This design comes from an exercise in tuning for small area, a short achievable clock period and few clock cycles per item on the open sky130 flow, not from production work. The RTL was checked by simulation tests, not by an equivalence proof against the original design.

--- flow/config.mk ---
export PLATFORM = sky130hd
export DESIGN_NAME = evaluator
export DESIGN_NICKNAME = evaluator
export VERILOG_FILES = /design/flow/design.v
export SDC_FILE = /design/flow/constraint.sdc
export NUM_CORES = 4
export LEC_CHECK = 0
export CAP_MARGIN = 20
export CORE_MARGIN = 2
export CORE_UTILIZATION = 60
export GPL_TIMING_DRIVEN = 0
export SLEW_MARGIN = 20
--- flow/constraint.sdc ---
create_clock -name core_clock -period 4.0 [get_ports {clk_i}]
set_input_delay 0.8000 -clock core_clock [delete_from_list [all_inputs] [get_ports {clk_i}]]
set_output_delay 0.8000 -clock core_clock [all_outputs]
set_load 0.01 [all_outputs]
--- flow/design.v ---
module summator(
    input  [7:0]  a1,
    input  [7:0]  b1,
    output [16:0] res0,
    output [16:0] res1
);
    wire t1, t2, t3, t4, t5, t6, t7, t8, t9, t10, t11, t12, t13, t14, t15, t16, t17, t18, t19, t20, t21, t22, t23, t24, t25, t26, t27, t28, t29, t30, t31, t32, t33, t34, t35, t36, t37, t38, t39, t40, t41, t42, t43, t44, t45, t46, t47, t48, t49, t50, t51, t52, t53, t54, t55, t56, t57, t58, t59, t60, t61, t62, t63, t64, t65, t66, t67, t68, t69, t70, t71, t72, t73, t74, t75, t76, t77, t78, t79, t80, t81, t82, t83, t84, t85, t86, t87, t88, t89, t90, t91, t92, t93, t94, t95, t96, t97, t98, t99, t100, t101, t102, t103, t104, t105, t106, t107, t108, t109, t110, t111, t112, t113, t114, t115, t116, t117, t118, t119, t120, t121, t122, t123, t124, t125, t126, t127, t128, t129, t130, t131, t132, t133, t134, t135, t136, t137, t138, t139, t140, t141, t142, t143, t144, t145, t146, t147, t148, t149, t150, t151, t152, t153, t154, t155, t156, t157, t158, t159, t160, t161, t162, t163, t164, t165, t166, t167, t168;
    assign res0 = ~{t168, t166, t164, t162, t160, t158, t156, t154, t152, t150, t148, t146, t144, t119, t3, 1'b1, t1};
    assign res1 = ~{1'b1, t167, t165, t163, t161, t159, t157, t155, t153, t151, t149, t147, t145, t143, t4, 1'b1, t2};
    assign t1 = ~a1[0];
    assign t2 = ~b1[0];
    assign t3 = ~(a1[1] & ~a1[0]);
    assign t4 = ~(b1[1] & ~b1[0]);
    assign t5 = ~(a1[0] & a1[1]);
    assign t6 = ~(a1[0] & a1[2]);
    assign t7 = ~(b1[0] & b1[1]);
    assign t8 = ~(b1[0] & b1[2]);
    assign t9 = ~(a1[2] & ~a1[1]);
    assign t10 = ~(a1[0] & a1[3]);
    assign t11 = ~(b1[2] & ~b1[1]);
    assign t12 = ~(b1[0] & b1[3]);
    assign t13 = ~(a1[1] & a1[2]);
    assign t14 = ~(a1[0] & a1[4]);
    assign t15 = ~(a1[1] & a1[3]);
    assign t16 = ~(b1[1] & b1[2]);
    assign t17 = ~(b1[0] & b1[4]);
    assign t18 = ~(b1[1] & b1[3]);
    assign t19 = ~(a1[3] & ~a1[2]);
    assign t20 = ~(a1[0] & a1[5]);
    assign t21 = ~(a1[1] & a1[4]);
    assign t22 = ~(b1[3] & ~b1[2]);
    assign t23 = ~(b1[0] & b1[5]);
    assign t24 = ~(b1[1] & b1[4]);
    assign t25 = ~(a1[2] & a1[3]);
    assign t26 = ~(a1[0] & a1[6]);
    assign t27 = ~(a1[1] & a1[5]);
    assign t28 = ~(a1[2] & a1[4]);
    assign t29 = ~(b1[2] & b1[3]);
    assign t30 = ~(b1[0] & b1[6]);
    assign t31 = ~(b1[1] & b1[5]);
    assign t32 = ~(b1[2] & b1[4]);
    assign t33 = ~(a1[4] & ~a1[3]);
    assign t34 = ~(a1[0] & a1[7]);
    assign t35 = ~(a1[1] & a1[6]);
    assign t36 = ~(a1[2] & a1[5]);
    assign t37 = ~(b1[4] & ~b1[3]);
    assign t38 = ~(b1[0] & b1[7]);
    assign t39 = ~(b1[1] & b1[6]);
    assign t40 = ~(b1[2] & b1[5]);
    assign t41 = ~(a1[3] & a1[4]);
    assign t42 = ~(a1[1] & a1[7]);
    assign t43 = ~(a1[2] & a1[6]);
    assign t44 = ~(a1[3] & a1[5]);
    assign t45 = ~(b1[3] & b1[4]);
    assign t46 = ~(b1[1] & b1[7]);
    assign t47 = ~(b1[2] & b1[6]);
    assign t48 = ~(b1[3] & b1[5]);
    assign t49 = ~(a1[5] & ~a1[4]);
    assign t50 = ~(a1[2] & a1[7]);
    assign t51 = ~(a1[3] & a1[6]);
    assign t52 = ~(b1[5] & ~b1[4]);
    assign t53 = ~(b1[2] & b1[7]);
    assign t54 = ~(b1[3] & b1[6]);
    assign t55 = ~(a1[4] & a1[5]);
    assign t56 = ~(a1[3] & a1[7]);
    assign t57 = ~(a1[4] & a1[6]);
    assign t58 = ~(b1[4] & b1[5]);
    assign t59 = ~(b1[3] & b1[7]);
    assign t60 = ~(b1[4] & b1[6]);
    assign t61 = ~(a1[6] & ~a1[5]);
    assign t62 = ~(a1[4] & a1[7]);
    assign t63 = ~(b1[6] & ~b1[5]);
    assign t64 = ~(b1[4] & b1[7]);
    assign t65 = ~(a1[5] & a1[6]);
    assign t66 = ~(a1[5] & a1[7]);
    assign t67 = ~(b1[5] & b1[6]);
    assign t68 = ~(b1[5] & b1[7]);
    assign t69 = ~(a1[7] & ~a1[6]);
    assign t70 = ~(b1[7] & ~b1[6]);
    assign t71 = ~(a1[6] & a1[7]);
    assign t72 = ~(b1[6] & b1[7]);
    assign t73 = t25 ^ t26 ^ t27;
    assign t74 = (t25 & t26) | (t25 & t27) | (t26 & t27);
    assign t75 = t33 ^ t34 ^ t35;
    assign t76 = (t33 & t34) | (t33 & t35) | (t34 & t35);
    assign t77 = ~(t36 ^ t37);
    assign t78 = t36 | t37;
    assign t79 = t41 ^ t42 ^ t43;
    assign t80 = (t41 & t42) | (t41 & t43) | (t42 & t43);
    assign t81 = t44 ^ t45 ^ t46;
    assign t82 = (t44 & t45) | (t44 & t46) | (t45 & t46);
    assign t83 = t49 ^ t50 ^ t51;
    assign t84 = (t49 & t50) | (t49 & t51) | (t50 & t51);
    assign t85 = ~(t55 ^ t56);
    assign t86 = t55 | t56;
    assign t87 = t13 ^ t14 ^ t15;
    assign t88 = (t13 & t14) | (t13 & t15) | (t14 & t15);
    assign t89 = t19 ^ t20 ^ t21;
    assign t90 = (t19 & t20) | (t19 & t21) | (t20 & t21);
    assign t91 = ~(t22 ^ t23);
    assign t92 = t22 | t23;
    assign t93 = t28 ^ t29 ^ t30;
    assign t94 = (t28 & t29) | (t28 & t30) | (t29 & t30);
    assign t95 = t31 ^ t32 ^ t73;
    assign t96 = (t31 & t32) | (t31 & t73) | (t32 & t73);
    assign t97 = t38 ^ t39 ^ t40;
    assign t98 = (t38 & t39) | (t38 & t40) | (t39 & t40);
    assign t99 = t74 ^ t75 ^ t77;
    assign t100 = (t74 & t75) | (t74 & t77) | (t75 & t77);
    assign t101 = t47 ^ t48 ^ t76;
    assign t102 = (t47 & t48) | (t47 & t76) | (t48 & t76);
    assign t103 = t78 ^ t79 ^ t81;
    assign t104 = (t78 & t79) | (t78 & t81) | (t79 & t81);
    assign t105 = t52 ^ t53 ^ t54;
    assign t106 = (t52 & t53) | (t52 & t54) | (t53 & t54);
    assign t107 = t80 ^ t82 ^ t83;
    assign t108 = (t80 & t82) | (t80 & t83) | (t82 & t83);
    assign t109 = t57 ^ t58 ^ t59;
    assign t110 = (t57 & t58) | (t57 & t59) | (t58 & t59);
    assign t111 = t60 ^ t84 ^ t85;
    assign t112 = (t60 & t84) | (t60 & t85) | (t84 & t85);
    assign t113 = t61 ^ t62 ^ t63;
    assign t114 = (t61 & t62) | (t61 & t63) | (t62 & t63);
    assign t115 = ~(t64 ^ t86);
    assign t116 = t64 | t86;
    assign t117 = t65 ^ t66 ^ t67;
    assign t118 = (t65 & t66) | (t65 & t67) | (t66 & t67);
    assign t119 = ~(t5 ^ t6);
    assign t120 = t5 | t6;
    assign t121 = t9 ^ t10 ^ t11;
    assign t122 = (t9 & t10) | (t9 & t11) | (t10 & t11);
    assign t123 = t16 ^ t17 ^ t18;
    assign t124 = (t16 & t17) | (t16 & t18) | (t17 & t18);
    assign t125 = t24 ^ t88 ^ t89;
    assign t126 = (t24 & t88) | (t24 & t89) | (t88 & t89);
    assign t127 = t90 ^ t92 ^ t93;
    assign t128 = (t90 & t92) | (t90 & t93) | (t92 & t93);
    assign t129 = t94 ^ t96 ^ t97;
    assign t130 = (t94 & t96) | (t94 & t97) | (t96 & t97);
    assign t131 = t98 ^ t100 ^ t101;
    assign t132 = (t98 & t100) | (t98 & t101) | (t100 & t101);
    assign t133 = t102 ^ t104 ^ t105;
    assign t134 = (t102 & t104) | (t102 & t105) | (t104 & t105);
    assign t135 = t106 ^ t108 ^ t109;
    assign t136 = (t106 & t108) | (t106 & t109) | (t108 & t109);
    assign t137 = t110 ^ t112 ^ t113;
    assign t138 = (t110 & t112) | (t110 & t113) | (t112 & t113);
    assign t139 = t68 ^ t114 ^ t116;
    assign t140 = (t68 & t114) | (t68 & t116) | (t114 & t116);
    assign t141 = ~(t69 ^ t70);
    assign t142 = t69 | t70;
    assign t143 = ~(t7 ^ t8);
    assign t144 = t7 | t8;
    assign t145 = t12 ^ t120 ^ t121;
    assign t146 = (t12 & t120) | (t12 & t121) | (t120 & t121);
    assign t147 = t87 ^ t122 ^ t123;
    assign t148 = (t87 & t122) | (t87 & t123) | (t122 & t123);
    assign t149 = t91 ^ t124 ^ t125;
    assign t150 = (t91 & t124) | (t91 & t125) | (t124 & t125);
    assign t151 = t95 ^ t126 ^ t127;
    assign t152 = (t95 & t126) | (t95 & t127) | (t126 & t127);
    assign t153 = t99 ^ t128 ^ t129;
    assign t154 = (t99 & t128) | (t99 & t129) | (t128 & t129);
    assign t155 = t103 ^ t130 ^ t131;
    assign t156 = (t103 & t130) | (t103 & t131) | (t130 & t131);
    assign t157 = t107 ^ t132 ^ t133;
    assign t158 = (t107 & t132) | (t107 & t133) | (t132 & t133);
    assign t159 = t111 ^ t134 ^ t135;
    assign t160 = (t111 & t134) | (t111 & t135) | (t134 & t135);
    assign t161 = t115 ^ t136 ^ t137;
    assign t162 = (t115 & t136) | (t115 & t137) | (t136 & t137);
    assign t163 = t117 ^ t138 ^ t139;
    assign t164 = (t117 & t138) | (t117 & t139) | (t138 & t139);
    assign t165 = t118 ^ t140 ^ t141;
    assign t166 = (t118 & t140) | (t118 & t141) | (t140 & t141);
    assign t167 = t71 ^ t72 ^ t142;
    assign t168 = (t71 & t72) | (t71 & t142) | (t72 & t142);
endmodule
module sqrt #(parameter RW = 4, parameter YW = 3) (
    input  [RW-1:0] rem_i,
    input  [YW-1:0] y_i,
    input  [1:0]    x_i,
    output [RW:0]   rem_o,
    output          bit_o
);
    wire [RW+1:0] r = {rem_i, x_i};
    wire [RW+2:0] t = {1'b0, r} - {{(RW-YW+1){1'b0}}, y_i, 2'b01};
    assign bit_o = ~t[RW+2];
    assign rem_o = bit_o ? t[RW:0] : r[RW:0];
endmodule
module evaluator(
    input clk_i ,
    input rst_i ,
    input [7:0] a_bi ,
    input [7:0] b_bi ,
    input start_i ,
    output ready,
    output busy_o ,
    output reg [8:0] y_bo
);
    reg [1:0]  st;       
    wire       busy = (st != 2'd0);
    wire       p1   = (st == 2'd1);
    reg [4:0]  top;      
    reg        c12;      
    reg [11:8] nlo;      
    reg [7:0]  rem;      
    reg [3:0]  xq;       
    wire [16:0] t0, t1;
    summator sq_sum(.a1(a_bi), .b1(b_bi), .res0(t0), .res1(t1));
    wire [12:0] lo_sum = t0[11:0] + t1[11:0];
    always @(posedge clk_i) begin
        top <= t0[16:12] + t1[16:12];
        c12 <= lo_sum[12];
        nlo <= lo_sum[11:8];
    end
    wire [2:0] yt;
    wire [3:0] rt;
    wire       pos, zero;
    wire [2:0] e1, e0;
    assign yt[0] = (c12 & ~top[2] & top[3]) | (~c12 & top[0] & top[3]) | (~top[0] & top[2] & top[3]) | (~c12 & top[1] & ~top[2] & ~top[4]) | (top[0] & ~top[1] & top[3]) | (c12 & ~top[0] & ~top[2] & ~top[4]) | (top[0] & ~top[1] & ~top[2] & ~top[4]) | (top[1] & ~top[2] & top[3]);
    assign yt[1] = (~top[2] & top[3] & ~top[4]) | (top[2] & ~top[3] & ~top[4]) | (~top[0] & top[3] & ~top[4]) | (~top[1] & top[2] & ~top[4]) | (~c12 & top[2] & ~top[4]) | (c12 & top[0] & top[1] & ~top[2] & ~top[4]);
    assign yt[2] = (~top[3] & top[4]) | (~top[1] & top[4]) | (~top[0] & top[4]) | (~c12 & top[4]) | (~top[2] & top[4]) | (c12 & top[0] & top[1] & top[2] & top[3] & ~top[4]);
    assign rt[0] = (~c12 & ~top[0] & top[1] & top[3]) | (c12 & top[0] & ~top[2] & top[3]) | (~c12 & top[0] & top[2] & ~top[3]) | (c12 & ~top[0] & ~top[3] & top[4]) | (~c12 & ~top[0] & top[2] & top[3]) | (~c12 & top[0] & ~top[3] & top[4]) | (c12 & ~top[0] & top[2] & ~top[3]) | (c12 & top[0] & ~top[1] & top[3]) | (~c12 & ~top[0] & top[1] & ~top[2] & ~top[4]) | (c12 & top[0] & ~top[1] & ~top[2] & ~top[4]);
    assign rt[1] = (c12 & ~top[0] & top[1]) | (~c12 & top[0] & top[1]) | (~top[0] & top[1] & top[2] & ~top[3]) | (top[0] & top[1] & ~top[2] & top[3]) | (c12 & top[0] & ~top[1] & ~top[3] & top[4]) | (~c12 & ~top[0] & ~top[1] & top[2] & top[3]) | (~c12 & top[1] & ~top[3] & top[4]) | (c12 & top[0] & ~top[1] & top[2] & ~top[3]);
    assign rt[2] = (c12 & ~top[0] & top[2] & top[4]) | (top[0] & ~top[1] & top[2] & top[3]) | (~c12 & top[2] & ~top[3] & top[4]) | (~c12 & top[1] & top[2] & top[3]) | (c12 & ~top[0] & top[2] & top[3]) | (~top[1] & top[2] & ~top[3] & top[4]) | (~c12 & ~top[0] & ~top[1] & ~top[2] & top[3] & ~top[4]) | (c12 & top[0] & top[1] & top[2] & ~top[3] & ~top[4]) | (c12 & top[0] & top[1] & ~top[2] & ~top[3] & top[4]);
    assign rt[3] = (c12 & top[0] & top[1] & top[2] & ~top[3] & top[4]) | (~c12 & ~top[0] & ~top[1] & ~top[2] & top[3] & top[4]);
    assign pos = (top[0] & top[1] & top[2] & ~top[3]) | (c12 & ~top[0] & top[1] & top[2]) | (c12 & top[2] & ~top[3] & top[4]) | (~c12 & top[0] & top[1] & top[2]) | (top[0] & ~top[1] & top[2] & top[3] & ~top[4]) | (~c12 & ~top[0] & ~top[1] & ~top[2] & top[3]) | (top[1] & top[2] & ~top[3] & top[4]) | (top[0] & top[2] & ~top[3] & top[4]) | (~top[0] & top[1] & top[2] & top[3] & ~top[4]) | (c12 & ~top[0] & top[1] & ~top[3] & ~top[4]) | (~c12 & top[0] & top[1] & ~top[3] & ~top[4]) | (c12 & ~top[1] & top[2] & top[3] & ~top[4]);
    assign zero = (c12 & top[0] & ~top[1] & ~top[3] & ~top[4]) | (~c12 & ~top[0] & ~top[2] & ~top[3] & ~top[4]) | (c12 & top[0] & top[2] & top[3] & top[4]) | (~c12 & ~top[0] & top[1] & ~top[3] & ~top[4]) | (c12 & top[0] & top[1] & ~top[2] & top[3] & ~top[4]) | (~c12 & ~top[0] & ~top[1] & top[2] & ~top[3] & top[4]) | (~c12 & ~top[0] & ~top[1] & top[2] & top[3] & ~top[4]) | (~c12 & ~top[0] & top[1] & top[2] & top[3] & top[4]) | (c12 & top[0] & top[1] & ~top[2] & ~top[3] & top[4]);
    assign e1[0] = (c12 & ~top[0] & top[1] & top[2]) | (~c12 & top[0] & top[1] & top[2]) | (c12 & ~top[0] & top[2] & ~top[3] & top[4]) | (c12 & ~top[0] & top[1] & ~top[3] & ~top[4]) | (~c12 & top[0] & top[2] & top[3] & ~top[4]) | (~c12 & top[0] & top[2] & ~top[3] & top[4]) | (~c12 & top[0] & top[1] & ~top[3] & ~top[4]) | (c12 & ~top[0] & top[2] & top[3] & ~top[4]);
    assign e1[1] = (~top[0] & top[1] & top[2] & ~top[3] & top[4]) | (~top[0] & top[1] & top[2] & top[3] & ~top[4]) | (~c12 & top[1] & top[2] & ~top[3] & top[4]) | (~c12 & top[1] & top[2] & top[3] & ~top[4]) | (~c12 & ~top[0] & ~top[1] & ~top[2] & top[3] & ~top[4]) | (c12 & top[0] & top[1] & top[2] & ~top[3] & ~top[4]) | (c12 & top[0] & ~top[1] & top[2] & ~top[3] & top[4]) | (c12 & top[0] & ~top[1] & top[2] & top[3] & ~top[4]);
    assign e1[2] = (c12 & top[0] & top[1] & top[2] & ~top[3] & top[4]) | (~c12 & ~top[0] & ~top[1] & ~top[2] & top[3] & top[4]);
    assign e0[0] = (c12 & top[0] & top[1] & top[2] & ~top[3]) | (~c12 & ~top[0] & ~top[1] & ~top[2] & top[3]) | (c12 & top[0] & top[2] & ~top[3] & top[4]) | (c12 & top[0] & ~top[1] & top[2] & top[3] & ~top[4]) | (~c12 & ~top[0] & top[1] & top[2] & ~top[3] & top[4]) | (~c12 & ~top[0] & top[1] & top[2] & top[3] & ~top[4]);
    assign e0[1] = (c12 & top[1] & top[2] & ~top[3] & top[4]) | (top[0] & top[1] & top[2] & ~top[3] & top[4]) | (~c12 & ~top[0] & ~top[1] & ~top[2] & top[3] & top[4]) | (c12 & ~top[0] & top[1] & top[2] & top[3] & ~top[4]) | (~c12 & top[0] & top[1] & top[2] & top[3] & ~top[4]);
    assign e0[2] = 1'b0;
    wire [1:0] n5 = nlo[11:10];
    wire       b5 = pos | (zero & (n5 != 2'd0));
    wire [4:0] ra5 = !b5          ? {rt[2:0], n5} :
                     (n5 != 2'd0) ? {e1, n5 - 2'd1} : {e0, 2'b11};
    wire [5:0] ra4; wire b4;
    sqrt #(5, 4) row4(.rem_i(ra5), .y_i({yt, b5}), .x_i(nlo[9:8]), .rem_o(ra4), .bit_o(b4));
    wire [8:0] rb1; wire bb1;
    wire [9:0] rb2; wire bb2;
    sqrt #(8, 7) rowb1(.rem_i(rem), .y_i(y_bo[6:0]), .x_i(xq[3:2]), .rem_o(rb1), .bit_o(bb1));
    sqrt #(9, 8) rowb2(.rem_i(rb1), .y_i({y_bo[6:0], bb1}), .x_i(xq[1:0]), .rem_o(rb2), .bit_o(bb2));
    assign busy_o = busy;
    assign ready  = ~busy;
    always @(posedge clk_i) begin
        rem <= p1 ? {2'b00, ra4} : rb2[7:0];
        xq  <= p1 ? lo_sum[7:4] : lo_sum[3:0];
    end
    always @(posedge clk_i)
        if (rst_i) begin
            st   <= 2'd0;
            y_bo <= 9'd0;
        end else if (busy) begin
            if (p1)
                y_bo <= {3'd0, yt, b5, b4};
            else
                y_bo <= {y_bo[6:0], bb1, bb2};
            st <= st + 2'd1;
        end else if (start_i)
            st <= 2'd1;
endmodule
--- flow/run.sh ---
#!/bin/bash
# synth_recipe.tcl (not shown) runs the flow's synth.tcl, then flattens the netlist and writes it again
# the make line also repeats each setting of config.mk as NAME=value (left out here)
make -C /OpenROAD-flow-scripts/flow DESIGN_CONFIG=/design/flow/config.mk WORK_HOME=/design/flow/orfs CLKGATE_MAP_FILE= SYNTH_SCRIPT=/design/flow/synth_recipe.tcl finish
==> results of run 1 <==
[registers in the layout, summed over array words and instances (netlist names)]
register,cells
rem,8
nlo,4
st,2
top,5
y_bo,9
c12,1
xq,4
[synthesized netlist by cell type, types with 5 or more instances]
| library cell | number |
|---|---|
| nand2b_1 | 8 |
| o21a_1 | 5 |
| clkbuf_1 | 12 |
| a21oi_1 | 35 |
| o22ai_1 | 6 |
| fa_1 | 43 |
| dfxtp_1 | 33 |
| nor3_1 | 17 |
| xnor2_1 | 19 |
| ha_1 | 46 |
| inv_1 | 76 |
| xor2_1 | 6 |
| and2_1 | 42 |
| o21ai_0 | 22 |
| nor2b_1 | 19 |
| nand3_1 | 7 |
| mux2i_1 | 7 |
| a31oi_1 | 7 |
| a21o_1 | 10 |
| nor2_1 | 35 |
| nand2_1 | 66 |
[final cells by class]
class | count | area, µm²
buffer | 16 | 97.59
fill | 635 | 2293
multi-input combinational | 457 | 3769
clock inverter | 1 | 5.005
inverter | 77 | 289.0
clock buffer | 7 | 96.34
timing repair buffer | 35 | 309.0
sequential | 33 | 660.6
tap | 102 | 127.6
[kinds of logic after synthesis]
| family | count (synthesis) | share of synthesized area (%) |
|---|---|---|
| AO/OA/AOI/OAI | 126 | 17.93 |
| multiplexers | 13 | 3.014 |
| AND/OR/NAND/NOR | 204 | 21.47 |
| adder cells (fa/ha/maj) | 89 | 30.62 |
| buffers and inverters | 95 | 8.215 |
| XOR/XNOR | 25 | 4.668 |
| flip-flops | 33 | 14.08 |
[worst min-delay path, delay by kind of cell (launching register included)]
family / cells / cell delay (ps)
DFF: 1 / 320
and+or+nand+nor: 1 / 60
AOI/OAI and AO/OA: 1 / 50
[repair_timing]
item,in CTS,in global routing
resized for setup,35,47
gates cloned,0,0
setup endpoints to repair,15,14
setup buffers,2,4
pin swaps,3,7
[stage by stage]
stage / setup TNS [ps] / setup WS [ps] / instance area [µm²] / instances
2_1_floorplan: 0 / 108.9 / 4691 / 585
3_3_place_gp: -9655 / -745.1 / 5109 / 716
3_5_place_dp: -10710 / -825.9 / 5109 / 716
4_1_cts: 0 / 0.7434 / 5251 / 726
5_1_grt: -45.84 / -27.84 / 5354 / 728
6_report: 0 / 112.6 / 5354 / 728
[routing by layer]
| metal | share of wire [%] | GRT usage (%) |
|---|---|---|
| met5 | 0 | 0 |
| met4 | 1.7 | 7.338 |
| met3 | 3.9 | 2.685 |
| met2 | 52 | 45.19 |
| met1 | 43 | 30.35 |
[worst max path at each step]
stage                         start                 to  slack, ps  cells past startpoint
2_1_floorplan               a_bi[3]    nlo[11]$_DFF_P_        110                     11
3_3_place_gp   y_bo[0]$_SDFFE_PP0N_     rem[4]$_DFF_P_       -750                     17
3_5_place_dp   y_bo[0]$_SDFFE_PP0N_     rem[4]$_DFF_P_       -830                     17
4_1_cts                     b_bi[4]    nlo[11]$_DFF_P_        0.7                     12
5_1_grt        y_bo[4]$_SDFFE_PP0N_  rem[6]$_SDFF_PP0_        -30                     16
6_report                    a_bi[3]        c12$_DFF_P_        110                     14
[placed cells by master (no fill, tap or decap), types with 9 or more instances in the layout]
cell type	synthesis	final
inv_1	76	76
nand2_1	66	66
ha_1	46	43
and2_1	42	41
fa_1	43	39
nor2_1	35	35
a21oi_1	35	34
dfxtp_1	33	33
xnor2_1	19	19
nor2b_1	19	18
o21ai_0	22	18
nor3_1	17	16
clkdlybuf4s50_1	0	13
a21o_1	10	9
==> impl_results.md, run 1 <==
- Max-slew violations: 0
- Warnings, synthesis: 1
- # rows: 32
- Clk Tree Root Cell: clkbuf_8
- CTS Buf Count: 5
- Sequential area share after synthesis: 14.08%
- Starting density of the core: 61.34%
- Yosys top cell area share: 18.35%
- Longest Clk Path Bufs: 2
- Average wire per standard cell: 14.19 µm
- Total grt overflow: 0
- DRC viols: 0
- N_diodes: 0
- Clock sinks: 33
- Worst Hold Path Cells: 2
- Max-Cap Viols: 0
- Initial DRC count: 220
- WP buf/inv: 3
- Avg Cell Area, Syn: 8.018 µm²
- Post-synth EDFFs: 0
- Crit-path slowest cell: fa_1
- Detailed Route WL: 10.33 mm
- Run status: timing/DRC/antenna clean
- Die width: 92.42 µm
- CP Cell Sequence: clkdlybuf4s15_2 -> and2_1 -> fa_1 -> inv_1 -> fa_2 -> fa_1 -> inv_1 -> fa_1 -> ha_4 -> a21boi_2 -> o21ai_1 -> nand2b_1 -> a21oi_1 -> o21bai_1
- CP delay by family, top: adder cells
- Final RePlAce weighted congestion: 0.8811
- Via density: 5.716
- Skew-Pair Late Insertion Delay: 290 ps
- Reg-to-reg endpoint: rem[4]$_DFF_P_
- Synth Instances: 585
- 1st-pass router iterations: 7
- Reg clk slew, reported paths: 70 ps
- R2r setup slk: 190 ps
- CP startpoint kind: primary input
- Max incr delay on CP: 540 ps
- Area contributors post-synth: fa_1 18%, dfxtp_1 14%, ha_1 12%, inv_1 6.1%, and2_1 5.6%
- DRT antenna net count: 0
- Vias in the first global route: 4031
- Hold EP: st[0]$_SDFFE_PP0P_
- Syn Nets: 693
- Synthesized flop and latch total: 33
- HP Start: st[0]$_SDFFE_PP0P_
- Worst-margin pin slew: 546.0 ps
- RSZ-0062 raised after global routing: true
- Die ar.: 8541 µm²
- Hold crit path type: flip-flop to flip-flop
- Tot GR Track Use: 24.63%
- Fin nets: 733
- Reg2reg start: y_bo[4]$_SDFFE_PP0N_
- Buffers on Ports: 29
- CTS tree: yes
- Area grow syn2layout: 14.14%
- Critical setup path kind: primary input to flip-flop
- Synthesized area: 4691 µm²
- Ys flop type: dfxtp_1
- Post-CTS Hold Fix Bufs: 0
- Global-route wire length before repair: 17.32 mm
- Period utilisation layout: 97.19%
- Largest net degree at the start of global routing: 11
- Asr flop ratio synth: 0%
- Setup violators final: 0
- Slew HR: 63.60%
- Worst Skew: 2.015 ps
- Cell count of the worst reg-to-reg path: 16
- Io pins: 30
- CP max FO: 9
- Total vias in the final route: 4161
- FMAX: 257.2 MHz
- Initial antenna violation count: 0
- Fin crit period: 3887 ps
- Layout cells sized above 1: 10.38%
- Final Util: 70.01%
- Most area-hungry cell type in the Yosys netlist: fa_1
- Fin. Hold Viols: 0
- Worst Path Required: 4180 ps
- Worst Setup End Kind: flip-flop
- Dpl hpwl: 8.002 mm
- CP most frequent cell: fa_1
- Post-synth cell types: 59
- Hold_ws: 474.0 ps
- Die height: 92.42 µm
- H-tree depth: 2
- CORE AREA: 7647 µm²
- Worst EP arrival: 4070 ps
Testbench counts, summed over its fixed seeds: cycles 6,408, items 1,600.
==> run 2: changes to the inputs <==
--- a/flow/config.mk
+++ b/flow/config.mk
@@ -5,6 +5,7 @@
 export SDC_FILE = /design/flow/constraint.sdc
 export NUM_CORES = 4
 export LEC_CHECK = 0
+export ABC_AREA = 1
 export CAP_MARGIN = 20
 export CORE_MARGIN = 2
 export CORE_UTILIZATION = 60
==> impl_results.md, run 2 <==
- Area grow syn2layout: 9.864%
- Die height: 95.73 µm
- Area contributors post-synth: fa_1 17%, dfxtp_1 13%, nand2_1 12%, inv_1 12%, ha_1 11%
- Longest Clk Path Bufs: 2
- Placed insts: 864
- Final Util: 67.85%
- Layout cells sized above 1: 11.07%
- CP startpoint: a_bi[3]
- Avg Cell Area, Syn: 6.786 µm²
- Post-synth cell types: 45
- N_diodes: 0
- Average wire per standard cell: 12.76 µm
- Io pins: 30
- Most numerous cell in the Yosys netlist: nand2_1
- Most frequent cells in the layout: 162 x nand2_1, 156 x inv_1, 51 x nor2_1, 44 x ha_1, 43 x nand3_1
- FMAX: 260.7 MHz
- Detailed Route WL: 11.14 mm
- Final RePlAce weighted congestion: 0.9869
- Most area-hungry cell type in the Yosys netlist: fa_1
- Setup violators final: 0
- Fin. Hold Viols: 0
- Hold_ws: 510.5 ps
- Critical setup path kind: primary input to flip-flop
- Dpl cell area: 5339 µm²
- Finished Layout Cells: 873
- Ys flop type: dfxtp_1
- Total grt overflow: 0
- Total vias in the final route: 4616
- Worst Skew: 9.947 ps
- Worst-margin pin slew: 583.3 ps
- # rows: 33
- CTS Buf Count: 5
- Buffers on Ports: 15
- Dpl hpwl: 9.418 mm
- Vias in the first global route: 4577
- CTS tree: yes
- Worst Path Required: 4220 ps
- Biggest register: y_bo
- Tot GR Track Use: 26.38%
- Number of flip-flops in the largest register: 9
- Global-route wire length before repair: 19.54 mm
- Skew-Pair Late Insertion Delay: 290 ps
- Starting density of the core: 61.75%
- Via density: 5.288
- Fin nets: 875
- CP startpoint kind: primary input
- Reg2reg start: y_bo[3]$_SDFFE_PP0N_
- DRC viols: 0
- Biggest regs: y_bo x9, rem x8, top x5
- HP Start: st[0]$_SDFFE_PP0P_
- Commonest non-fill, non-tap cell in the layout: nand2_1
- Yosys top cell area share: 17.05%
- Initial antenna violation count: 0
- Die width: 95.73 µm
- Max-slew violations: 0
- Period utilisation layout: 95.90%
- Post-CTS Hold Fix Bufs: 0
- Die ar.: 9164 µm²
- Synth cell count leaders: 164 x nand2_1, 157 x inv_1, 53 x nor2_1
- Initial DRC count: 245
- Slew HR: 60.60%
- Largest net degree at the start of global routing: 11
- Hold crit path type: flip-flop to flip-flop
- Warnings, synthesis: 1
- Synth Instances: 744
- Clock sinks: 33
- Clk Tree Root Cell: clkbuf_8
- Worst Setup End Kind: flip-flop
- Asr flop ratio synth: 0%
- CP max FO: 9
- Max-Cap Viols: 0
- Post-synth EDFFs: 0
- Fin crit period: 3836 ps
- Fin area: 5547 µm²
- Synthesized area: 5049 µm²
- Reg clk slew, reported paths: 70 ps
- Sequential area share after synthesis: 13.09%
- H-tree depth: 2
- CORE AREA: 8175 µm²
- Worst EP arrival: 4050 ps
- Syn Nets: 852
- 1st-pass router iterations: 5
- Run status: timing/DRC/antenna clean
- Synthesized flop and latch total: 33
- DRT antenna net count: 0
[run 2: worst paths after layout]
check | endpoint | slack, ps | cells after the start
max | nlo[10]$_DFF_P_ | 160 | 16
min | st[0]$_SDFFE_PP0P_ | 510 | 2
max reg2reg | rem[1]$_DFF_P_ | 340 | 20
min reg2reg | st[0]$_SDFFE_PP0P_ | 510 | 2
[run 2: critical path, stage by stage]
cell	delay [ps]
buf_2	160
nand2_1	80
inv_1	50
fa_1	530
inv_1	50
fa_2	340
fa_1	500
inv_1	50
fa_1	500
ha_4	290
inv_2	60
nor2_2	90
nor2_1	50
o21bai_1	210
buf_4	150
xor2_1	120
[run 2: final cells by class]
class / instances / area, µm²
buffer: 26 / 155.1
clock buffer: 7 / 86.33
clock inverter: 1 / 30.03
fill: 749 / 2629
inverter: 170 / 645.6
multi-input combinational: 513 / 3667
sequential: 33 / 660.6
tap: 105 / 131.4
timing repair buffer: 18 / 170.2
[run 2: logic make-up after synthesis]
logic type	count (synthesis)	synth area share [%]
AO/OA/AOI/OAI	94	11.23
XOR/XNOR	21	3.643
multiplexers	1	0.1983
AND/OR/NAND/NOR	308	27.68
adder cells (fa/ha/maj)	89	28.45
buffers and inverters	198	15.71
flip-flops	33	13.09
[run 2: stage by stage]
stage          setup WS [ps]  TNS, ps
2_1_floorplan          38.24        0
3_3_place_gp          -618.2    -3032
3_5_place_dp          -674.0    -3351
4_1_cts                6.685        0
5_1_grt               -38.90   -82.86
6_report               163.9        0
[run 2: routing by layer]
| metal | GRT usage [%] | wire [µm] | up-vias |
|---|---|---|---|
| li1 | - | - | 2363 |
| met1 | 33.32 | 4863 | 2126 |
| met2 | 48.31 | 5663 | 113 |
| met3 | 2.349 | 443 | 14 |
| met4 | 6.786 | 169 | 0 |
| met5 | 0 | 0 | - |
[run 2: repair_timing]
action / 4_1_cts / 5_1_grt
buffers inserted: 0 / 3
gates resized for setup: 5 / 32
setup endpoints to repair: 5 / 12
pin swaps: 0 / 10
==> run 3: changes to the inputs <==
--- a/flow/config.mk
+++ b/flow/config.mk
@@ -5,9 +5,9 @@
 export SDC_FILE = /design/flow/constraint.sdc
 export NUM_CORES = 4
 export LEC_CHECK = 0
-export ABC_AREA = 1
-export CAP_MARGIN = 20
+export CAP_MARGIN = 0
 export CORE_MARGIN = 2
 export CORE_UTILIZATION = 60
+export CTS_BUF_LIST = sky130_fd_sc_hd__clkbuf_2 sky130_fd_sc_hd__clkbuf_4
 export GPL_TIMING_DRIVEN = 0
-export SLEW_MARGIN = 20
+export SLEW_MARGIN = 0
==> impl_results.md, run 3 <==
- Run status: timing/DRC/antenna clean
- RSZ-0062 raised after global routing: true
- Tot GR Track Use: 24.48%
- Synth Instances: 585
- Average wire per standard cell: 13.95 µm
- # rows: 32
- Synthesized area: 4691 µm²
- Yosys top cell area share: 18.35%
- Total vias in the final route: 4128
- DRT antenna net count: 0
- Max-Cap Viols: 0
- Post-synth cell types: 59
- Worst Path Required: 4230 ps
- Biggest register: y_bo
- Synth cell count leaders: 76 x inv_1, 66 x nand2_1, 46 x ha_1
- Clock sinks: 33
- Die ar.: 8541 µm²
- Die width: 92.42 µm
- Asr flop ratio synth: 0%
- Skew-Pair Late Insertion Delay: 350 ps
- FMAX: 258.5 MHz
- Layout cells sized above 1: 8.946%
- Vias in the first global route: 4015
- 1st-pass router iterations: 5
- CTS tree: yes
- Slew HR: 62.53%
- Worst EP arrival: 4100 ps
- Longest Clk Path Bufs: 2
- Sequential area share after synthesis: 14.08%
- Commonest non-fill, non-tap cell in the layout: inv_1
- Post-synth EDFFs: 0
- FILL cells: 643
- Area contributors post-synth: fa_1 18%, dfxtp_1 14%, ha_1 12%, inv_1 6.1%, and2_1 5.6%
- Warnings, synthesis: 1
- Max-slew violations: 0
- R2r setup slk: 150 ps
- N_diodes: 0
- Initial antenna violation count: 0
- Multi-input gate area: 3752 µm²
- Avg Cell Area, Syn: 8.018 µm²
- Worst Skew: 6.771 ps
- Period utilisation layout: 96.69%
- Biggest regs: y_bo x9, rem x8, top x5
- CP startpoint kind: primary input
- Largest net degree at the start of global routing: 11
- Cell count of the worst reg-to-reg path: 16
- Max incr delay on CP: 540 ps
- Global-route wire length before repair: 17.27 mm
- CP delay by family, top: adder cells
- Buffers on Ports: 29
- DRC viols: 0
- Detailed Route WL: 10.16 mm
- CP max FO: 9
- Most frequent cells in the layout: 76 x inv_1, 66 x nand2_1, 43 x ha_1, 42 x and2_1, 42 x fa_1
- Io pins: 30
- Area grow syn2layout: 12.96%
- Post-CTS Hold Fix Bufs: 0
- Die height: 92.42 µm
- Reg2reg start: y_bo[4]$_SDFFE_PP0N_
- CTS Buf Count: 5
- Worst Hold Path Cells: 2
- Most numerous cell in the Yosys netlist: inv_1
- TNS Setup: 0 ps
- Crit-path slowest cell: fa_1
- Initial DRC count: 150
- Hold_ws: 478.7 ps
- Critical setup path kind: primary input to flip-flop
- Setup violators final: 0
- CORE AREA: 7647 µm²
- Final RePlAce weighted congestion: 0.8811
- CP most frequent cell: fa_1
- HP Start: st[0]$_SDFFE_PP0P_
- Sequential cell area: 660.6 µm²
- Total grt overflow: 0
- Fin nets: 733
- Fin. Hold Viols: 0
- Worst Setup End Kind: flip-flop
- Ys flop type: dfxtp_1
- Clk Tree Root Cell: clkbuf_4
- Dpl hpwl: 8.002 mm
- Reg-to-reg endpoint: rem[4]$_DFF_P_
- Number of flip-flops in the largest register: 9
- Hold EP: st[0]$_SDFFE_PP0P_
- Hold crit path type: flip-flop to flip-flop
- WP buf/inv: 3
- Via density: 5.670
- Worst-margin pin slew: 562.1 ps
- CP Cell Sequence: dlygate4sd2_1 -> and2_1 -> fa_1 -> inv_1 -> fa_1 -> fa_1 -> inv_1 -> fa_1 -> ha_4 -> nor2b_1 -> a221oi_1 -> o311ai_1
- Synthesized flop and latch total: 33
- Starting density of the core: 61.34%
- Most area-hungry cell type in the Yosys netlist: fa_1
- Reg clk slew, reported paths: 100 ps
- Syn Nets: 693
- H-tree depth: 2
- Fin crit period: 3868 ps
==> run 3: cell count changes after synthesis, sizes merged, moves of 7 or more <==
cell | previous run | this run
nor2 | 59 | 35
nand2b | 0 | 8
xor2 | 16 | 6
nand4 | 9 | 2
nand3 | 50 | 7
nor2b | 0 | 19
nor3 | 9 | 17
xnor2 | 5 | 19
and2 | 0 | 42
nand2 | 175 | 66
a21o | 2 | 10
clkbuf | 19 | 12
inv | 169 | 76
a31oi | 0 | 7
==> run 3: cells by family after synthesis <==
| kind of cell | count (synthesis) | synth area share (%) |
|---|---|---|
| simple gates | 204 | 21.47 |
| compound gates | 126 | 17.93 |
| buf+inv | 95 | 8.215 |
| fa+ha+maj | 89 | 30.62 |
| flops | 33 | 14.08 |
| xor+xnor | 25 | 4.668 |
| mux | 13 | 3.014 |
==> run 3: layout make-up <==
cell class	instances	area share, %
timing repair buffer	35	6.068
clock buffer	5	0.7084
multi-input combinational	457	70.81
sequential	33	12.47
tap	102	2.408
inverter	77	5.455
buffer	16	1.842
clock inverter	3	0.2361
==> run 3: worst max-delay path by stage <==
stage / startpoint / to / slack [ps] / depth (start not counted)
2_1_floorplan: a_bi[3] / nlo[11]$_DFF_P_ / 110 / 11
3_3_place_gp: y_bo[0]$_SDFFE_PP0N_ / rem[4]$_DFF_P_ / -750 / 17
3_5_place_dp: y_bo[0]$_SDFFE_PP0N_ / rem[4]$_DFF_P_ / -830 / 17
4_1_cts: b_bi[2] / c12$_DFF_P_ / 2 / 14
5_1_grt: y_bo[4]$_SDFFE_PP0N_ / rem[6]$_SDFF_PP0_ / -40 / 16
6_report: b_bi[1] / nlo[11]$_DFF_P_ / 130 / 12
==> run 3: per-layer routing <==
metal	GRT usage, %	part of all wire (%)	up-vias
li1	-	-	2048
met2	45.50	52	100
met1	30.14	43	1966
met4	6.219	1.5	0
met3	2.604	3.7	14
met5	0	0	-
==> run 3: what timing repair did <==
action	in CTS	in global routing
resized for setup	29	41
setup endpoints to repair	14	13
cloned	0	0
setup buffers	2	4
pin swaps	2	5
==> run 3: stage by stage <==
| step | setup WS (ps) | cells | cell area, µm² | utilization (%) |
|---|---|---|---|---|
| after floorplan | 108.9 | 585 | 4691 | - |
| after global placement | -745.1 | 716 | 5109 | 66.80 |
| final | 132.2 | 728 | 5299 | 69.29 |
| after CTS | 2.347 | 726 | 5200 | 68.00 |
| after global routing | -35.15 | 728 | 5299 | 69.29 |
| after detailed placement | -825.9 | 716 | 5109 | 66.80 |
==> run 3: worst register-to-register path, stage by stage (launching register included) <==
cell and delay [ps]:
dfxtp_1 360, inv_1 100, ha_1 370, o21a_1 190
o21ai_0 340, a31oi_4 110, nor3_4 230, buf_4 200
mux2i_2 260, ha_1 300, buf_4 150, and3_1 150
a21oi_1 230, o21ai_1 180, clkbuf_4 240, o21ai_0 220
mux2i_1 110
==> run 4: changes to the inputs <==
==> flow/config.mk (replaced) <==
export PLATFORM = sky130hd
export DESIGN_NAME = evaluator
export DESIGN_NICKNAME = evaluator
export VERILOG_FILES = /design/flow/design.v
export SDC_FILE = /design/flow/constraint.sdc
export NUM_CORES = 4
export LEC_CHECK = 0
export CAP_MARGIN = 20
export CORE_MARGIN = 2
export CORE_UTILIZATION = 50
export CTS_BUF_LIST = sky130_fd_sc_hd__clkbuf_2 sky130_fd_sc_hd__clkbuf_4
export GPL_TIMING_DRIVEN = 0
export SLEW_MARGIN = 20
==> impl_results.md, run 4 <==
- Worst EP arrival: 4130 ps
- Longest Clk Path Bufs: 2
- Place WS: -866.2 ps
- Period utilisation layout: 97.92%
- Syn Nets: 693
- Fin crit period: 3917 ps
- Worst Setup End Kind: flip-flop
- Number of flip-flops in the largest register: 9
- Max layer used: met4
- FMAX: 255.3 MHz
- Via density: 5.493
- Average wire per standard cell: 13.74 µm
- Final RePlAce weighted congestion: 0.8612
- Worst-margin pin slew: 572.7 ps
- Most area-hungry cell type in the Yosys netlist: fa_1
- Buffers on Ports: 29
- Biggest regs: y_bo x9, rem x8, top x5
- Post-synth EDFFs: 0
- CP max FO: 9
- N_diodes: 0
- Fin. Hold Viols: 0
- Biggest register: y_bo
- Asr flop ratio synth: 0%
- Commonest non-fill, non-tap cell in the layout: inv_1
- Wl on met1: 4.573 mm
- Synth Instances: 585
- Initial antenna violation count: 0
- Total vias in the final route: 4037
- Clock sinks: 33
- Skew-Pair Late Insertion Delay: 340 ps
- Worst Path Required: 4210 ps
- Run status: timing/DRC/antenna clean
- Worst Skew: 9.300 ps
- Starting density of the core: 51.25%
- Synthesized flop and latch total: 33
- Die width: 100.9 µm
- Most numerous cell in the Yosys netlist: inv_1
- Dpl cell area: 5120 µm²
- RSZ-0062 raised after global routing: true
- 1st-pass router iterations: 4
- Global-route wire length before repair: 17.81 mm
- Critical setup path kind: primary input to flip-flop
- Avg Cell Area, Syn: 8.018 µm²
- CTS Buf Count: 5
- Slew HR: 61.82%
- Io pins: 30
- Synthesized area: 4691 µm²
- Fin nets: 732
- Detailed Route WL: 10.10 mm
- Die ar.: 10170 µm²
- Dpl hpwl: 8.231 mm
- Warnings, synthesis: 1
- Max-slew violations: 0
- Total grt overflow: 0
- Layout cells sized above 1: 8.494%
- Setup violators final: 0
- Hold crit path type: flip-flop to flip-flop
- DRC viols: 0
- Largest net degree at the start of global routing: 11
- Most frequent cells in the layout: 76 x inv_1, 66 x nand2_1, 44 x ha_1, 42 x and2_1, 41 x fa_1
- Fin area: 5278 µm²
- Post-synth cell types: 59
- Synth cell count leaders: 76 x inv_1, 66 x nand2_1, 46 x ha_1
- Met2 wire len: 5.075 mm
- DRT antenna net count: 0
- Yosys top cell area share: 18.35%
- CTS tree: yes
- Final worst slack: 83.02 ps
- Area grow syn2layout: 12.51%
- CP startpoint kind: primary input
- CORE AREA: 9153 µm²
- H-tree depth: 2
- Clk Tree Root Cell: clkbuf_4
- Post-CTS Hold Fix Bufs: 0
- Vias in the first global route: 4001
- Tot GR Track Use: 21.40%
- Die height: 100.9 µm
- Reg clk slew, reported paths: 100 ps
- Hold_ws: 488.2 ps
- WL met3: 284 µm
- Max-Cap Viols: 0
- Area contributors post-synth: fa_1 18%, dfxtp_1 14%, ha_1 12%, inv_1 6.1%, and2_1 5.6%
- Initial DRC count: 159
- Sequential area share after synthesis: 14.08%
- Ys flop type: dfxtp_1
- # rows: 35
[run 4: worst paths after layout]
kind	from	to	cells past startpoint	slack, ps
setup / recovery	b_bi[3]	nlo[11]$_DFF_P_	12	80
hold reg to reg	y_bo[0]$_SDFFE_PP0N_	y_bo[0]$_SDFFE_PP0N_	2	490
setup reg to reg	y_bo[0]$_SDFFE_PP0N_	rem[6]$_SDFF_PP0_	16	200
hold / removal	y_bo[0]$_SDFFE_PP0N_	y_bo[0]$_SDFFE_PP0N_	2	490
[run 4: cells by family (layout without fill, tap and decap cells)]
group,after synthesis,after routing,synth area share (%)
AND/OR/NAND/NOR,204,204,21.47
AO/OA/AOI/OAI,126,126,17.93
buffers and inverters,95,134,8.215
adder cells (fa/ha/maj),89,89,30.62
flip-flops,33,33,14.08
XOR/XNOR,25,25,4.668
multiplexers,13,13,3.014
[run 4: cell type report]
cell class / instances / area, µm²
buffer: 16 / 97.59
clock buffer: 6 / 45.04
clock inverter: 1 / 3.754
fill: 878 / 3875
inverter: 77 / 289.0
multi-input combinational: 457 / 3726
sequential: 33 / 660.6
tap: 111 / 138.9
timing repair buffer: 34 / 316.6
[run 4: critical path: stages]
cell and delay (ps):
dlygate4sd2_1 310, and2_1 200, fa_1 490, inv_1 50, fa_1 380, fa_1 510
inv_1 50, fa_1 490, ha_4 280, nor2b_1 150, a221oi_2 270, o311ai_2 140
[run 4: repair_timing]
item / in CTS / in global routing
setup buffers: 3 / 2
gates resized for setup: 30 / 34
pin swaps: 1 / 3
setup endpoints to repair: 14 / 14
[run 4: stage by stage]
stage               TNS, ps  utilization, %  cells
floorplan                 0               -    585
global placement     -10870           55.94    725
detailed placement   -11200           55.94    725
CTS                       0           56.98    734
global route         -26.94           57.66    735
finish                    0           57.66    735
[run 4: per-layer routing]
metal | GRT usage, % | vias up
met1 | 26.55 | 1908
met2 | 39.33 | 70
li1 | - | 2047
met3 | 2.219 | 12
met5 | 0 | -
met4 | 5.690 | 0
==> run 5: changes to the inputs <==
--- a/flow/config.mk
+++ b/flow/config.mk
@@ -7,7 +7,7 @@
 export LEC_CHECK = 0
 export CAP_MARGIN = 20
 export CORE_MARGIN = 2
-export CORE_UTILIZATION = 50
+export CORE_UTILIZATION = 67
 export CTS_BUF_LIST = sky130_fd_sc_hd__clkbuf_2 sky130_fd_sc_hd__clkbuf_4
 export GPL_TIMING_DRIVEN = 0
 export SLEW_MARGIN = 20
==> impl_results.md, run 5 <==
- Initial antenna violation count: 0
- DRT antenna net count: 0
- Slew HR: 63.94%
- CP Cell Sequence: clkdlybuf4s15_2 -> and2_4 -> fa_1 -> inv_1 -> fa_1 -> inv_1 -> fa_1 -> inv_1 -> fa_1 -> inv_1 -> ha_1 -> fa_2 -> a21o_1 -> a21oi_1 -> xor2_1
- Clock sinks: 33
- Buffers on Ports: 29
- Yosys top cell area share: 18.35%
- Commonest non-fill, non-tap cell in the layout: inv_1
- Fin nets: 731
- CP max FO: 9
- Via density: 5.842
- Area grow syn2layout: 12.83%
- FILL cells: 520
- Clk Tree Root Cell: clkbuf_4
- Reg2reg start: y_bo[0]$_SDFFE_PP0N_
- Io pins: 30
- Crit. path cell count: 15
- CP startpoint kind: primary input
- R2r setup slk: 200 ps
- Initial DRC count: 292
- Fin crit period: 3869 ps
- Layout cells sized above 1: 10.58%
- Worst-margin pin slew: 534.1 ps
- Max incr delay on CP: 500 ps
- Vias in the first global route: 3965
- DRC viols: 0
- Warnings, synthesis: 1
- Sequential area share after synthesis: 14.08%
- CORE AREA: 6794 µm²
- RSZ-0062 raised after global routing: false
- Die ar.: 7686 µm²
- Most area-hungry cell type in the Yosys netlist: fa_1
- Worst Skew: 15.17 ps
- Post-synth cell types: 59
- Cell count of the worst reg-to-reg path: 16
- Placed insts: 710
- Starting density of the core: 69.04%
- Biggest register: y_bo
- Finished Layout Cells: 720
- Worst Hold Path Cells: 2
- CP delay by family, top: adder cells
- Critical setup path kind: primary input to flip-flop
- Fin. Hold Viols: 0
- Total vias in the final route: 4206
- Run status: timing/DRC/antenna clean
- Total grt overflow: 0
- H-tree depth: 2
- Syn Nets: 693
- Final RePlAce weighted congestion: 0.9232
- Most frequent cells in the layout: 76 x inv_1, 66 x nand2_1, 44 x ha_1, 40 x fa_1, 38 x and2_1
- Largest net degree at the start of global routing: 11
- Worst Setup End Kind: flip-flop
- Worst Setup EP: top[4]$_DFF_P_
- Place WS: -816.2 ps
- CP startpoint: a_bi[2]
- Synth Instances: 585
- Setup violators final: 0
- Period utilisation layout: 96.73%
- Synthesized flop and latch total: 33
- Average wire per standard cell: 14.68 µm
- Worst EP arrival: 4130 ps
- Post-synth EDFFs: 0
- Ys flop type: dfxtp_1
- Hold crit path type: flip-flop to flip-flop
- Crit-path slowest cell: fa_1
- Synthesized area: 4691 µm²
- Most numerous cell in the Yosys netlist: inv_1
- Global-route wire length before repair: 17.40 mm
- Reg clk slew, reported paths: 110 ps
- Asr flop ratio synth: 0%
- Die width: 87.67 µm
- Number of flip-flops in the largest register: 9
- Avg Cell Area, Syn: 8.018 µm²
- Dpl hpwl: 8.339 mm
- Biggest regs: y_bo x9, rem x8, top x5
- CTS Buf Count: 5
- Detailed Route WL: 10.57 mm
- Final worst slack: 130.7 ps
- Area contributors post-synth: fa_1 18%, dfxtp_1 14%, ha_1 12%, inv_1 6.1%, and2_1 5.6%
- 1st-pass router iterations: 5
- Longest Clk Path Bufs: 2
- FMAX: 258.4 MHz
- WP buf/inv: 5
- CTS tree: yes
- # rows: 30
- N_diodes: 0
- Reg-to-reg endpoint: rem[6]$_SDFF_PP0_
- Max-slew violations: 0
- Synth cell count leaders: 76 x inv_1, 66 x nand2_1, 46 x ha_1
- Worst Path Required: 4270 ps
- Die height: 87.67 µm
- Skew-Pair Late Insertion Delay: 340 ps
- Tot GR Track Use: 27.98%
- Max-Cap Viols: 0
[run 5: cell counts after synthesis]
Identical to the previous run, type by type.
[run 5: layout make-up]
cell class	count	area (µm²)	area share (%)
Multi-Input combinational cell	457	3765	71.13
Sequential cell	33	660.6	12.48
Inverter	77	289.0	5.461
Timing Repair Buffer	33	281.5	5.319
Tap cell	96	120.1	2.269
Buffer	16	97.59	1.844
Clock buffer	6	45.04	0.8511
Clock inverter	2	33.78	0.6383
[run 5: per-layer routing]
layer	share of wire [%]	vias to the layer above	global-route usage, %
met1	42	2034	33.00
li1	-	2041	-
met4	1.3	0	6.713
met5	0	-	0
met2	53	117	53.65
met3	3.4	14	3.299
[run 5: worst reg2reg max path, stage by stage, from the launching register on]
cell	delay, ps
dfxtp_1	380
inv_1	110
ha_1	340
nor2b_2	190
o2111ai_2	260
a31oi_4	180
nor3_4	220
buf_4	160
mux2i_1	250
ha_1	230
nand2_1	60
or4b_2	620
o311ai_0	180
a31oi_1	190
xnor2_1	150
mux2i_1	130
nor2_1	50
[run 5: worst min-delay path by stage]
stage	start	end	slack, ps
finish	y_bo[0]$_SDFFE_PP0N_	y_bo[0]$_SDFFE_PP0N_	500
global placement	y_bo[0]$_SDFFE_PP0N_	y_bo[0]$_SDFFE_PP0N_	460
floorplan	st[0]$_SDFFE_PP0P_	st[0]$_SDFFE_PP0P_	440
detailed placement	y_bo[0]$_SDFFE_PP0N_	y_bo[0]$_SDFFE_PP0N_	470
CTS	y_bo[0]$_SDFFE_PP0N_	y_bo[0]$_SDFFE_PP0N_	490
global route	y_bo[0]$_SDFFE_PP0N_	y_bo[0]$_SDFFE_PP0N_	510
[run 5: timing repair]
action                                  CTS  global route
pin swaps                                 1             8
setup buffers                             2             2
resized for setup                        35            47
endpoints found under the setup margin   15            13
hold buffers                              0             0
[run 5: cells by family (layout without fill, tap and decap cells)]
group / count (synthesis) / in the layout / synth area share (%)
buf+inv: 95 / 134 / 8.215
simple gates: 204 / 204 / 21.47
flops: 33 / 33 / 14.08
mux: 13 / 13 / 3.014
xor+xnor: 25 / 25 / 4.668
compound gates: 126 / 126 / 17.93
fa+ha+maj: 89 / 89 / 30.62
[run 5: stage by stage]
stage | hold slack, ps | area, µm² | util, % | TNS (ps)
6_report | 495.4 | 5293 | 77.90 | 0
5_1_grt | 514.5 | 5293 | 77.90 | 0
4_1_cts | 486.6 | 5233 | 77.02 | 0
3_5_place_dp | 470.4 | 5101 | 75.08 | -10660
3_3_place_gp | 459.5 | 5101 | 75.08 | -8814
2_1_floorplan | 443.1 | 4691 | - | 0
==> run 6: changes to the inputs <==
--- a/flow/config.mk
+++ b/flow/config.mk
@@ -7,7 +7,7 @@
 export LEC_CHECK = 0
 export CAP_MARGIN = 20
 export CORE_MARGIN = 2
-export CORE_UTILIZATION = 67
+export CORE_UTILIZATION = 60
 export CTS_BUF_LIST = sky130_fd_sc_hd__clkbuf_2 sky130_fd_sc_hd__clkbuf_4
 export GPL_TIMING_DRIVEN = 0
 export SLEW_MARGIN = 20
==> impl_results.md, run 6 <==
- Post-synth cell types: 59
- Place WS: -825.9 ps
- Syn Nets: 693
- DRT antenna net count: 0
- Detailed Route WL: 10.16 mm
- Post-CTS Hold Fix Bufs: 0
- Io pins: 30
- CTS tree: yes
- Dpl hpwl: 8.002 mm
- Worst EP arrival: 4100 ps
- Max incr delay on CP: 540 ps
- Area contributors post-synth: fa_1 18%, dfxtp_1 14%, ha_1 12%, inv_1 6.1%, and2_1 5.6%
- Worst Setup End Kind: flip-flop
- Hold crit path type: flip-flop to flip-flop
- Critical setup path kind: primary input to flip-flop
- Vias in the first global route: 4015
- # rows: 32
- Avg Cell Area, Syn: 8.018 µm²
- Clock sinks: 33
- Average wire per standard cell: 13.95 µm
- RSZ-0062 raised after global routing: true
- Reg clk slew, reported paths: 100 ps
- CTS Buf Count: 5
- Biggest regs: y_bo x9, rem x8, top x5
- Final RePlAce weighted congestion: 0.8811
- CP startpoint kind: primary input
- Sequential area share after synthesis: 14.08%
- Final Util: 69.29%
- Post-synth EDFFs: 0
- WL met3: 371 µm
- Buffers on Ports: 29
- Starting density of the core: 61.34%
- Yosys top cell area share: 18.35%
- FMAX: 258.5 MHz
- Worst-margin pin slew: 562.1 ps
- Max-slew violations: 0
- Synthesized area: 4691 µm²
- Synthesized flop and latch total: 33
- Ys flop type: dfxtp_1
- Die ar.: 8541 µm²
- Fin crit period: 3868 ps
- CP Cell Sequence: dlygate4sd2_1 -> and2_1 -> fa_1 -> inv_1 -> fa_1 -> fa_1 -> inv_1 -> fa_1 -> ha_4 -> nor2b_1 -> a221oi_1 -> o311ai_1
- Biggest register: y_bo
- Most area-hungry cell type in the Yosys netlist: fa_1
- Synth Instances: 585
- Total grt overflow: 0
- Period utilisation layout: 96.69%
- Total vias in the final route: 4128
- Fin. Hold Viols: 0
- Area grow syn2layout: 12.96%
- Tot GR Track Use: 24.48%
- Fin nets: 733
- Slew HR: 62.53%
- Hold_ws: 478.7 ps
- Run status: timing/DRC/antenna clean
- Layout cells sized above 1: 8.946%
- Crit-path slowest cell: fa_1
- Most frequent cells in the layout: 76 x inv_1, 66 x nand2_1, 43 x ha_1, 42 x and2_1, 42 x fa_1
- CP most frequent cell: fa_1
- Die height: 92.42 µm
- Worst Path Required: 4230 ps
- Fin area: 5299 µm²
- Asr flop ratio synth: 0%
- Setup violators final: 0
- Via density: 5.670
- Max-Cap Viols: 0
- DRC viols: 0
- Commonest non-fill, non-tap cell in the layout: inv_1
- Global-route wire length before repair: 17.27 mm
- CORE AREA: 7647 µm²
- Dpl cell area: 5109 µm²
- Most numerous cell in the Yosys netlist: inv_1
- Max layer used: met4
- Clk Tree Root Cell: clkbuf_4
- CP max FO: 9
- H-tree depth: 2
- Worst Skew: 6.771 ps
- Final worst slack: 132.2 ps
- Synth cell count leaders: 76 x inv_1, 66 x nand2_1, 46 x ha_1
- Largest net degree at the start of global routing: 11
- Die width: 92.42 µm
- Wl on met1: 4.375 mm
- 1st-pass router iterations: 5
- Warnings, synthesis: 1
- Skew-Pair Late Insertion Delay: 350 ps
- N_diodes: 0
- Number of flip-flops in the largest register: 9
- Initial antenna violation count: 0
- Initial DRC count: 150
- Met2 wire len: 5.263 mm
- Longest Clk Path Bufs: 2
-- run 6: cell counts after synthesis --
No cell type changed its count.
-- run 6: path summary, 6_finish.rpt --
path | start | endpoint | slack (ps) | cells past startpoint
max | b_bi[1] | nlo[11]$_DFF_P_ | 130 | 12
min | st[0]$_SDFFE_PP0P_ | st[0]$_SDFFE_PP0P_ | 480 | 2
max reg2reg | y_bo[4]$_SDFFE_PP0N_ | rem[4]$_DFF_P_ | 150 | 16
min reg2reg | st[0]$_SDFFE_PP0P_ | st[0]$_SDFFE_PP0P_ | 480 | 2
-- run 6: per-layer routing --
metal  track usage [%]  vias to the layer above
met1             30.14                     1966
met4             6.219                        0
met2             45.50                      100
li1                  -                     2048
met3             2.604                       14
met5                 0                        -
-- run 6: area by class of cell --
cell class	count	area [µm²]
buffer	16	97.59
tap	102	127.6
inverter	77	289.0
timing repair buffer	35	321.6
clock buffer	5	37.54
multi-input combinational	457	3752
fill	643	2349
sequential	33	660.6
clock inverter	3	12.51
-- run 6: cells by family (layout without fill, tap and decap cells) --
logic type	Yosys count	count (layout)	synth area share, %
AOI/OAI and AO/OA	126	126	17.93
xor gates and xnor gates	25	25	4.668
adders and majority gates	89	89	30.62
buffers and inverters	95	136	8.215
DFF	33	33	14.08
muxes	13	13	3.014
and+or+nand+nor	204	204	21.47
-- run 6: repair_timing --
| item | CTS | global route |
|---|---|---|
| resized for setup | 29 | 41 |
| pin swaps | 2 | 5 |
| endpoints found under the hold margin | 0 | 0 |
| endpoints found under the setup margin | 14 | 13 |
| cloned | 0 | 0 |
| setup buffers | 2 | 4 |
-- run 6: through the flow --
step                      setup TNS (ps)  cells
after floorplan                        0    585
after global placement             -9655    716
after detailed placement          -10710    716
after CTS                              0    726
after global routing              -55.61    728
final                                  0    728
-- run 6: critical path, delay by kind of cell --
kind | cells | cell delay (ps)
AND/OR/NAND/NOR | 2 | 350
buffers and inverters | 3 | 420
adder cells (fa/ha/maj) | 5 | 2140
AO/OA/AOI/OAI | 2 | 390

static timing again, ports no longer ideal:
No port has a modelled driver above. Below, the same layouts with a new extraction and two added sets of constraints.
Step 1: set_driving_cell puts a clkbuf_16 on clk_i and a buf_2 on each other input, an assumption about the parent block.
Step 2 adds t to the input delays and takes it off the output delays; t is the mean of the earliest and latest rising clock arrival at the registers after step 1. Input paths then give back, and output paths get back, about the clock's delay inside the block.
Three values: no drivers, after step 1, after step 2; two values: the first two.
run | t, ns | slack for setup (ns) | slew at the worst register clock pin (ns)
run 1 | 0.321 | 0.113 / 0.125 / -0.196 | 0.07 / 0.07
run 2 | 0.312 | 0.164 / 0.175 / -0.137 | 0.07 / 0.07
run 3 | 0.375 | 0.132 / 0.142 / -0.233 | 0.11 / 0.11
run 4 | 0.363 | 0.083 / 0.098 / -0.265 | 0.10 / 0.10
run 5 | 0.367 | 0.131 / 0.136 / -0.232 | 0.11 / 0.11
run 6 | 0.375 | 0.132 / 0.142 / -0.233 | 0.11 / 0.11
With both steps, setup timing fails in every run listed, where it was met with ideal ports.
